This is an optimization exercise on Yosys and OpenROAD, whose aim is small area and few clock cycles, not a production implementation.
In this exercise RTL edits were held to simulation tests only and were not proved equivalent to the original.

Design QR_Engine, start of the top module:
module QR_Engine (
    i_clk,
    i_rst,
    i_trig,
    i_data,
    o_rd_vld,
    o_last_data,
    o_y_hat,
    o_r
);
Size: ~9700 cells after synthesis, roughly 1800 flip-flops, ~530 I/O pins.
Settings: LEC_CHECK=0, CAP_MARGIN=20, CORE_MARGIN=4, CORE_UTILIZATION=50, CTS_CLUSTER_DIAMETER=100, CTS_CLUSTER_SIZE=22, PLACE_DENSITY=0.62, SLEW_MARGIN=20; clock period 10.0 ns.
run.sh (not shown) runs the stock make flow with config.mk's settings and CLKGATE_MAP_FILE= SYNTH_SCRIPT=/design/flow/synth_recipe.tcl, a recipe that flattens the netlist after the stock synthesis.
The starting point went through all stages and came out clean.
Testbench counts at the start, summed over its fixed seeds: cycles 10,104.
Then changed:
--- a/flow/config.mk
+++ b/flow/config.mk
@@ -7,2 +7,3 @@
 export LEC_CHECK = 0
+export ABC_AREA = 1
 export CAP_MARGIN = 20
After rerunning:
- setup slack gains 0.43 ns
- synthesized area climbs by about 1%
- non-clock buffer count fell by 314
- flip-flop and latch count is unchanged
- final area drops by about 2.4%
- wire length came out lower by about 0.7%
- synthesized cell count is higher by about 17%
- cell count grows by 11%


Setup of north:
Another version of the RTL of QR_Engine (not shown whole).
Size: roughly 9800 cells after synthesis.
Settings: LEC_CHECK=0, CAP_MARGIN=20, CORE_MARGIN=4, CORE_UTILIZATION=50, CTS_CLUSTER_DIAMETER=100, CTS_CLUSTER_SIZE=22, PLACE_DENSITY=0.62, SLEW_MARGIN=20; clock period 10.0 ns.
north went all the way through the flow, and no timing, DRC or antenna check failed.
Testbench counts of north, summed over its fixed seeds: cycles 10,104.
Here is what was changed in the inputs of south compared with north.
- CTS_CLUSTER_DIAMETER no longer set, was 100
- PLACE_DENSITY now 0.45, was 0.62
- CTS_CLUSTER_SIZE no longer set, was 22
- CORE_UTILIZATION now 30, was 50
- CORE_MARGIN now 10, was 4
--- outcome ---
A slowest stage cell on the critical path of sky130_fd_sc_hd__or4_4 is what south shows, while sky130_fd_sc_hd__a222oi_1 belongs to north. In the metrics for north and south, the one carrying the lower count of cells resized by post-cts repair is north. The lower sequential share of layout area of north and south is in south. Per the comparison of south with north, floorplan die area picked up an extra about 70%; global-route wire length before repair up about 14%.
Input-level comparison between east and south:
- CORE_MARGIN now 4, was 10
- CTS_CLUSTER_DIAMETER now 100, previously not set
- PLACE_DENSITY now 0.62, was 0.45
- CTS_CLUSTER_SIZE now 30, previously not set
- CORE_UTILIZATION now 50, was 30
### Flow results
The flow did not stop early for east: all stages ran, and the layout cleared the timing, DRC and antenna checks.
east vs south, instance count: east lower
Re number of cells traversed by the worst register-to-register path: south was higher than east.
east vs south: filler cell count in the final layout down
Compared with south, placement density in the core of east is higher.
Cmp east vs south: required time at the endpoint of the critical path lower in east
Measured against east, the die area of south comes out at 1.7 times the reference value.
east — horizontal die dimension 140 um lower, south as reference
### east -> west
- removing CTS_CLUSTER_DIAMETER (formerly 100)
- removing CTS_CLUSTER_SIZE (formerly 30)
==> comparison <==
- The higher total global-route track usage of east and west is in west.
- Of east and west, the higher met3 usage belongs to west.
- Worst-case setup margin in the final layout, east and west: lower on east


## v3
QR_Engine, a different RTL version from the one above (not shown whole).
Size in the first run: ~1800 flip-flops.
clock: 10.0 ns
lec_check: 0
abc_area: 1
cap_margin: 20
core_margin: 4
core_utilization: 55
cts_cluster_diameter: 100
cts_cluster_size: 26
place_density: 0.66
slew_margin: 20
Testbench counts of v3, summed over its fixed seeds: cycles 10,104.
diff inputs: v3 => v27
Settings: PLACE_DENSITY changed from 0.66 to 0.62; CORE_UTILIZATION changed from 55 to 50; CTS_CLUSTER_SIZE changed from 26 to 22.
## What came out
v27 vs. v3: final instance count without filler cells saw an increase, cell area after placement saw an increase. Proportion of cell area occupied by registers for v27 is lower than for v3. Of the two values seen for end of the critical path, pe2.u.o_x[9]$_DFF_P_ was produced by v3 and pe5.u.o_y[9]$_DFF_P_ by v27. Final design instance area without fill on v27 is behind v3. v3 → v27: clock-pin slew on the worst setup and hold paths saw a decrease, half-perimeter wire length of the detailed placement result saw little to no change, area taken by multi-input logic gates saw little to no change.

[separate check: timing with driven ports]
Ports are ideal in the flow. The routed layouts listed here were re-timed in OpenROAD.
Step 1: set_driving_cell puts a clkbuf_16 on i_clk and a buf_2 on each other input, an assumption about the parent block.
Step 2, shift: input delay + t, output delay - t, t = (earliest + latest rising clock arrival at the registers) / 2. This alone moves slack from input paths to output paths.
Three values: ideal, step 1, step 2; two values: the first two.
run	t, ns	slack for setup (ns)	worst hold slack (ns)
the first run of note 1	0.846	0.300 / 0.300 / 0.300	0.307 / 0.307 / 0.307
the second run of note 1	0.851	0.727 / 0.727 / 0.727	0.307 / 0.307 / 0.307
north	0.841	0.313 / 0.313 / 0.313	0.325 / 0.325 / 0.325
south	0.968	0.404 / 0.404 / 0.404	0.302 / 0.302 / 0.302
east	0.820	0.294 / 0.294 / 0.294	0.323 / 0.323 / 0.323
west	0.902	0.391 / 0.391 / 0.391	0.277 / 0.277 / 0.277
v3	0.812	0.369 / 0.369 / 0.369	0.316 / 0.316 / 0.316
v27	0.837	0.340 / 0.340 / 0.340	0.327 / 0.327 / 0.327
After both steps every run listed still meets setup and hold.
